From an optimization exercise on the open Yosys and OpenROAD flow, aimed at small area; shortcuts taken in it are not production practice. At most, simulation tests tie the RTL to the original design; equivalence was not proved. No activity file was given, so power comes from the tool's default toggle rates.

==> run a <==
## sfi5_rx_if_v6_16bit
module sfi5_rx_if_v6_16bit
(
	i_CLK,
	i_RST,
	iv_RXDATA00,
	iv_RXDATA01,
	iv_RXDATA02,
	iv_RXDATA03,
	iv_RXDATA04,
	iv_RXDATA05,
	iv_RXDATA06,
	iv_RXDATA07,
	iv_RXDATA08,
	iv_RXDATA09,
	iv_RXDATA10,
	iv_RXDATA11,
	iv_RXDATA12,
	iv_RXDATA13,
	iv_RXDATA14,
	iv_RXDATA15,
	iv_DESKEW_CHANNEL,
	i_FRAMES2LOCK,
	i_FRAMES2UNLOCK,
	iv_MISMATCHES_2_UNLOCK,
	i_CLEAR_FRAME_ERRORS,
	i_CLEAR_MISMATCHES,
	ov_RXDATA00,
	ov_RXDATA01,
	ov_RXDATA02,
	ov_RXDATA03,
	ov_RXDATA04,
	ov_RXDATA05,
	ov_RXDATA06,
	ov_RXDATA07,
	ov_RXDATA08,
	ov_RXDATA09,
	ov_RXDATA10,
	ov_RXDATA11,
	ov_RXDATA12,
	ov_RXDATA13,
	ov_RXDATA14,
	ov_RXDATA15,
	o_RXLOF,
	o_RXLOF_HISTORY,
	ov_FRAME_ERRORS,
	ov_FRAMES_RECEIVED,
	ov_DATA_MISMATCHES_CH00,
	ov_DATA_MISMATCHES_CH01,
	ov_DATA_MISMATCHES_CH02,
	ov_DATA_MISMATCHES_CH03,
	ov_DATA_MISMATCHES_CH04,
	ov_DATA_MISMATCHES_CH05,
	ov_DATA_MISMATCHES_CH06,
	ov_DATA_MISMATCHES_CH07,
	ov_DATA_MISMATCHES_CH08,
	ov_DATA_MISMATCHES_CH09,
	ov_DATA_MISMATCHES_CH10,
	ov_DATA_MISMATCHES_CH11,
	ov_DATA_MISMATCHES_CH12,
	ov_DATA_MISMATCHES_CH13,
	ov_DATA_MISMATCHES_CH14,
	ov_DATA_MISMATCHES_CH15,
	ov_RXFRAME_SHIFT,
	ov_RXDATA_SHIFT_CH00,
	ov_RXDATA_SHIFT_CH01,
	ov_RXDATA_SHIFT_CH02,
	ov_RXDATA_SHIFT_CH03,
	ov_RXDATA_SHIFT_CH04,
	ov_RXDATA_SHIFT_CH05,
	ov_RXDATA_SHIFT_CH06,
	ov_RXDATA_SHIFT_CH07,
	ov_RXDATA_SHIFT_CH08,
	ov_RXDATA_SHIFT_CH09,
	ov_RXDATA_SHIFT_CH10,
	ov_RXDATA_SHIFT_CH11,
	ov_RXDATA_SHIFT_CH12,
	ov_RXDATA_SHIFT_CH13,
	ov_RXDATA_SHIFT_CH14,
	ov_RXDATA_SHIFT_CH15,
	o_RXOOA
);
Settings: LEC_CHECK=0, ABC_AREA=1, CAP_MARGIN=20, CORE_MARGIN=2, CORE_UTILIZATION=40, SLEW_MARGIN=20; clock period 5.0 ns.
run.sh (not shown) runs the stock make flow with config.mk's settings and CLKGATE_MAP_FILE= SYNTH_SCRIPT=/design/flow/synth_recipe.tcl, a recipe that flattens the netlist after the stock synthesis.
==> inputs of run b, as changes to run a <==
--- a/flow/design.v
+++ b/flow/design.v
@@ -1,33 +1,67 @@
 `timescale 1 ns / 10 ps
+module sfi5_rx_mux2n
+(
+	input	a,
+	input	b,
+	input	s,
+	input	sn,
+	output	y
+);
+assign y = ~((a | s) & (b | sn));
+endmodule
 module sfi5_rx_barrel_shifter_16bit
 (
 	input			i_CLK,
 	input			i_SYNC_RST,
 	input		[5:0]	iv_SHIFT_VALUE,
 	input		[4:0]	iv_AGE,
 	input		[15:0]	iv_DATA,
 	output	reg	[15:0]	ov_DATA
 );
 reg	[78:0]	L;
 reg	[15:0]	Q;
-reg	[30:0]	m2;
-reg		vu, vl;
-always @(*) begin
-	case (iv_SHIFT_VALUE[5:4])
-		2'd0: begin m2 = L[78:48]; vu = iv_AGE[0]; vl = iv_AGE[1]; end
-		2'd1: begin m2 = L[62:32]; vu = iv_AGE[1]; vl = iv_AGE[2]; end
-		2'd2: begin m2 = L[46:16]; vu = iv_AGE[2]; vl = iv_AGE[3]; end
-		default: begin m2 = L[30:0]; vu = iv_AGE[3]; vl = iv_AGE[4]; end
-	endcase
-end
-wire	[30:0]	m2m = {m2[30:15] & {16{vu}}, m2[14:0] & {15{vl}}};
-wire	[15:0]	w = m2m >> (5'd15 - {1'b0, iv_SHIFT_VALUE[3:0]});
+wire	[5:0]	s = iv_SHIFT_VALUE;
+wire	[5:0]	sn = ~iv_SHIFT_VALUE;
+wire	vh0 = s[5] ? iv_AGE[2] : iv_AGE[0];	 
+wire	vh1 = s[5] ? iv_AGE[3] : iv_AGE[1];	 
+wire	vl1 = s[5] ? iv_AGE[4] : iv_AGE[2];	 
+wire	nah = s[4] | ~vh0;	 
+wire	nbh = sn[4] | ~vh1;	 
+wire	nal = s[4] | ~vh1;	 
+wire	nbl = sn[4] | ~vl1;	 
+wire	[46:0]	m1n;	 
+wire	[30:0]	m2;
+wire	[22:0]	m3n;	 
+wire	[18:0]	m4;
+wire	[16:0]	m5n;	 
+wire	[15:0]	m6;
+genvar i;
+generate
+	for (i = 0; i < 47; i = i + 1) begin : g_1
+		sfi5_rx_mux2n u (.a(L[32+i]), .b(L[i]), .s(s[5]), .sn(sn[5]), .y(m1n[i]));
+	end
+	for (i = 0; i < 31; i = i + 1) begin : g_2
+		sfi5_rx_mux2n u (.a(m1n[16+i]), .b(m1n[i]), .s((i >= 15) ? nah : nal), .sn((i >= 15) ? nbh : nbl), .y(m2[i]));
+	end
+	for (i = 0; i < 23; i = i + 1) begin : g_3
+		sfi5_rx_mux2n u (.a(m2[8+i]), .b(m2[i]), .s(s[3]), .sn(sn[3]), .y(m3n[i]));
+	end
+	for (i = 0; i < 19; i = i + 1) begin : g_4
+		sfi5_rx_mux2n u (.a(m3n[4+i]), .b(m3n[i]), .s(s[2]), .sn(sn[2]), .y(m4[i]));
+	end
+	for (i = 0; i < 17; i = i + 1) begin : g_5
+		sfi5_rx_mux2n u (.a(m4[2+i]), .b(m4[i]), .s(s[1]), .sn(sn[1]), .y(m5n[i]));
+	end
+	for (i = 0; i < 16; i = i + 1) begin : g_6
+		sfi5_rx_mux2n u (.a(m5n[1+i]), .b(m5n[i]), .s(s[0]), .sn(sn[0]), .y(m6[i]));
+	end
+endgenerate
 always @(posedge i_CLK) begin
 	L <= {iv_DATA, L[78:16]};
-	Q <= w;
+	Q <= m6;
 	ov_DATA <= i_SYNC_RST ? 16'd0 : Q;
 end
 endmodule
 `timescale 1ns / 1ps
 module sfi5_rx_frame_sync
 (
@@ -61,20 +95,47 @@
 reg	[3:0]	next_state;
 reg	[4:0]	t;
 reg	[6:0]	f2l;
 always @(posedge i_CLK)
 	ov_AGE <= i_RST ? 5'd0 : {ov_AGE[3:0], 1'b1};
 reg	[78:23]	L;
-reg	[15:0]	Q;
+reg	[15:0]	Qn;	 
 wire	[31:0]	X = L[54:23] & {{8{ov_AGE[1]}}, {16{ov_AGE[2]}}, {8{ov_AGE[3]}}};
-wire	[31:0]	Xs = X >> (5'd16 - t);
+wire	[4:0]	tn = ~t;
+wire	[30:0]	s4n;	 
+wire	[22:0]	s3;	 
+wire	[18:0]	s2n;	 
+wire	[16:0]	s1;	 
+wire	[15:0]	s0n;
+genvar	i;
+generate
+	for (i = -15; i < 16; i = i + 1) begin : g_4
+		if (i >= 0) begin : g_m
+			sfi5_rx_mux2n u (.a(X[16+i]), .b(X[i]), .s(t[4]), .sn(tn[4]), .y(s4n[i+15]));
+		end else begin : g_w
+			assign s4n[i+15] = ~X[16+i];
+		end
+	end
+	for (i = -7; i < 16; i = i + 1) begin : g_3
+		sfi5_rx_mux2n u (.a(s4n[i+15]), .b(s4n[i+7]), .s(t[3]), .sn(tn[3]), .y(s3[i+7]));
+	end
+	for (i = -3; i < 16; i = i + 1) begin : g_2
+		sfi5_rx_mux2n u (.a(s3[i+7]), .b(s3[i+3]), .s(t[2]), .sn(tn[2]), .y(s2n[i+3]));
+	end
+	for (i = -1; i < 16; i = i + 1) begin : g_1
+		sfi5_rx_mux2n u (.a(s2n[i+3]), .b(s2n[i+1]), .s(t[1]), .sn(tn[1]), .y(s1[i+1]));
+	end
+	for (i = 0; i < 16; i = i + 1) begin : g_0
+		sfi5_rx_mux2n u (.a(s1[i+1]), .b(s1[i]), .s(t[0]), .sn(tn[0]), .y(s0n[i]));
+	end
+endgenerate
 always @(posedge i_CLK) begin
 	L <= {iv_DESKEW_CHANNEL, L[78:39]};
 	if (!i_RST)
-		Q <= Xs[15:0];	 
-	ov_DESKEW_CHANNEL <= i_RST ? 16'd0 : Q;
+		Qn <= s0n;	 
+	ov_DESKEW_CHANNEL <= ~(Qn | {16{i_RST}});
 end
 wire	t34 = t[4] | t[3];
 assign	ov_RXFRAME_SHIFT = {t34, ~t34, ~t[3], t[2:0]};
 wire	is_f6 = (ov_DESKEW_CHANNEL == 16'hF6F6);
 wire	is_28 = (ov_DESKEW_CHANNEL == 16'h2828);
 wire	locked = (state == FRAME_LOCK1) || (state == FRAME_LOCK2) || (state == FRAME1_MISMATCH) || (state == FRAME2_MISMATCH);
@@ -151,48 +212,36 @@
 	input			i_CLEAR_MISMATCHES,
 	output		[15:0]	ov_DATA,
 	output	reg		o_RXOOA,
 	output	reg	[5:0]	ov_RXDATA_SHIFT,
 	output	reg	[15:0]	ov_DATA_MISMATCHES
 );
-localparam	WAIT_FRAME_SYNC		= 3'd0;
-localparam	WAIT_FRAME_START	= 3'd1;
-localparam	ACTIVE			= 3'd3;	 
-localparam	COMPARE_ERROR		= 3'd2;
-localparam	DATA_SHIFT		= 3'd6;
 reg	[2:0]	state;
-reg	[2:0]	next_state;
 reg	[6:0]	consec;
 sfi5_rx_barrel_shifter_16bit shifter
 (
 	.i_CLK(i_CLK),
 	.i_SYNC_RST(i_RST),
 	.iv_SHIFT_VALUE(ov_RXDATA_SHIFT),
 	.iv_AGE(iv_AGE),
 	.iv_DATA(iv_DATA),
 	.ov_DATA(ov_DATA)
 );
 wire	match = (ov_DATA == iv_DSC);
-wire	s_wfs = (state == WAIT_FRAME_SYNC) || (state == 3'd4) || (state == 3'd5) || (state == 3'd7);
-wire	s_ce = (state == COMPARE_ERROR);
-wire	s_ds = (state == DATA_SHIFT);
-wire	s_dm3 = (state == ACTIVE) && i_END;
-always @(*) begin
-	case (state)
-		WAIT_FRAME_SYNC:	next_state = WAIT_FRAME_START;
-		WAIT_FRAME_START:	next_state = i_FRAME_START ? ACTIVE : WAIT_FRAME_START;
-		ACTIVE:			next_state = i_WIN ? (match ? ACTIVE : COMPARE_ERROR) : (i_END ? WAIT_FRAME_START : ACTIVE);
-		COMPARE_ERROR:		next_state = (consec >= iv_MISMATCHES_2_UNLOCK) ? DATA_SHIFT : WAIT_FRAME_START;
-		default:		next_state = WAIT_FRAME_SYNC;
-	endcase
-end
+wire	s_wfs = ~state[1] & ~state[0];
+wire	s_wst = ~state[1] & state[0];
+wire	s_ce = state[1] & ~state[0];
+wire	s_act = ~state[2] & state[1] & state[0];
+wire	s_ds = state[2];
+wire	s_dm3 = s_act & i_END;
+wire	ge = (consec >= iv_MISMATCHES_2_UNLOCK);
+wire	go = ~(i_RST | i_RXLOF);
 always @(posedge i_CLK) begin
-	if (i_RST || i_RXLOF)
-		state <= WAIT_FRAME_SYNC;
-	else
-		state <= next_state;
+	state[0] <= go & ~s_ds & ~(s_act & i_WIN & ~match);
+	state[1] <= go & ((s_wst & i_FRAME_START) | (s_act & (i_WIN | ~i_END)) | (s_ce & ge));
+	state[2] <= go & s_ce & ge;
 	if (i_RST)
 		ov_RXDATA_SHIFT <= 6'd0;
 	else if (s_ds)
 		ov_RXDATA_SHIFT <= ov_RXDATA_SHIFT + 6'd1;
 	if (i_RST || s_wfs || s_ds || s_dm3)
 		consec <= 7'd0;
- ABC_AREA: 1 -> not set
- CTS_BUF_LIST: not set -> sky130_fd_sc_hd__clkbuf_8
- CTS_CLUSTER_DIAMETER: not set -> 60
- CTS_CLUSTER_SIZE: not set -> 20
- SYNTH_HIERARCHICAL: not set -> 1
- SYNTH_MINIMUM_KEEP_SIZE: not set -> 0
==> comparison table <==
item	run b	run a
Result of the run	timing/DRC/antenna clean	timing/DRC/antenna clean
Leading cell kind	sequential cells	multi-input gates
Post-detail-place hpwl	211 mm	280 mm
Fraction of area in registers	46.5%	37.8%
Clock buffer count in the final layout	194	396
Headroom to the max-slew limit	23.7%	17.1%
Internal power	25.8 mW	34.0 mW
Fraction of the mapped netlist area in simple logic gates	12.2%	37.1%
Tap Cells	2958	3570
Post-synthesis adder-cell area fraction	2.35%	1.91%
Vert. Die Dim	474 um	526 um
Post-Syn Area per Cell	10.3 um^2	7.21 um^2
Overall die width	474 um	526 um
Pleak	36.4 nW	54.1 nW
Logic pwr share	6.1%	5.0%
Warning count from the yosys run	10	4
Only the layout flow was run in run b; the RTL was not checked for function there.

-- port drivers added, routing unchanged --
In the flow no input, the clock included, has a driving cell. The finished layouts below were timed again as built, in two steps.
Step 1 assumes that a clkbuf_16 drives the clock port and a buf_2 every other input.
Step 2 adds t to the input delays and takes it off the output delays; t is the mean of the earliest and latest rising clock arrival at the registers after step 1. Input paths then give back, and output paths get back, about the clock's delay inside the block.
a / b / c = no drivers / after step 1 / after step 2; a / b = the first two.
run	shift t [ns]	setup WS [ns]	clock arrival spread, ns	slew at the worst register clock pin (ns)
run a	0.980	1.061 / 0.962 / 1.367	0.062 / 0.061	0.07 / 0.07
run b	1.039	0.674 / 0.592 / 1.380	0.070 / 0.070	0.12 / 0.12
After both steps setup and hold are still met in every run listed.
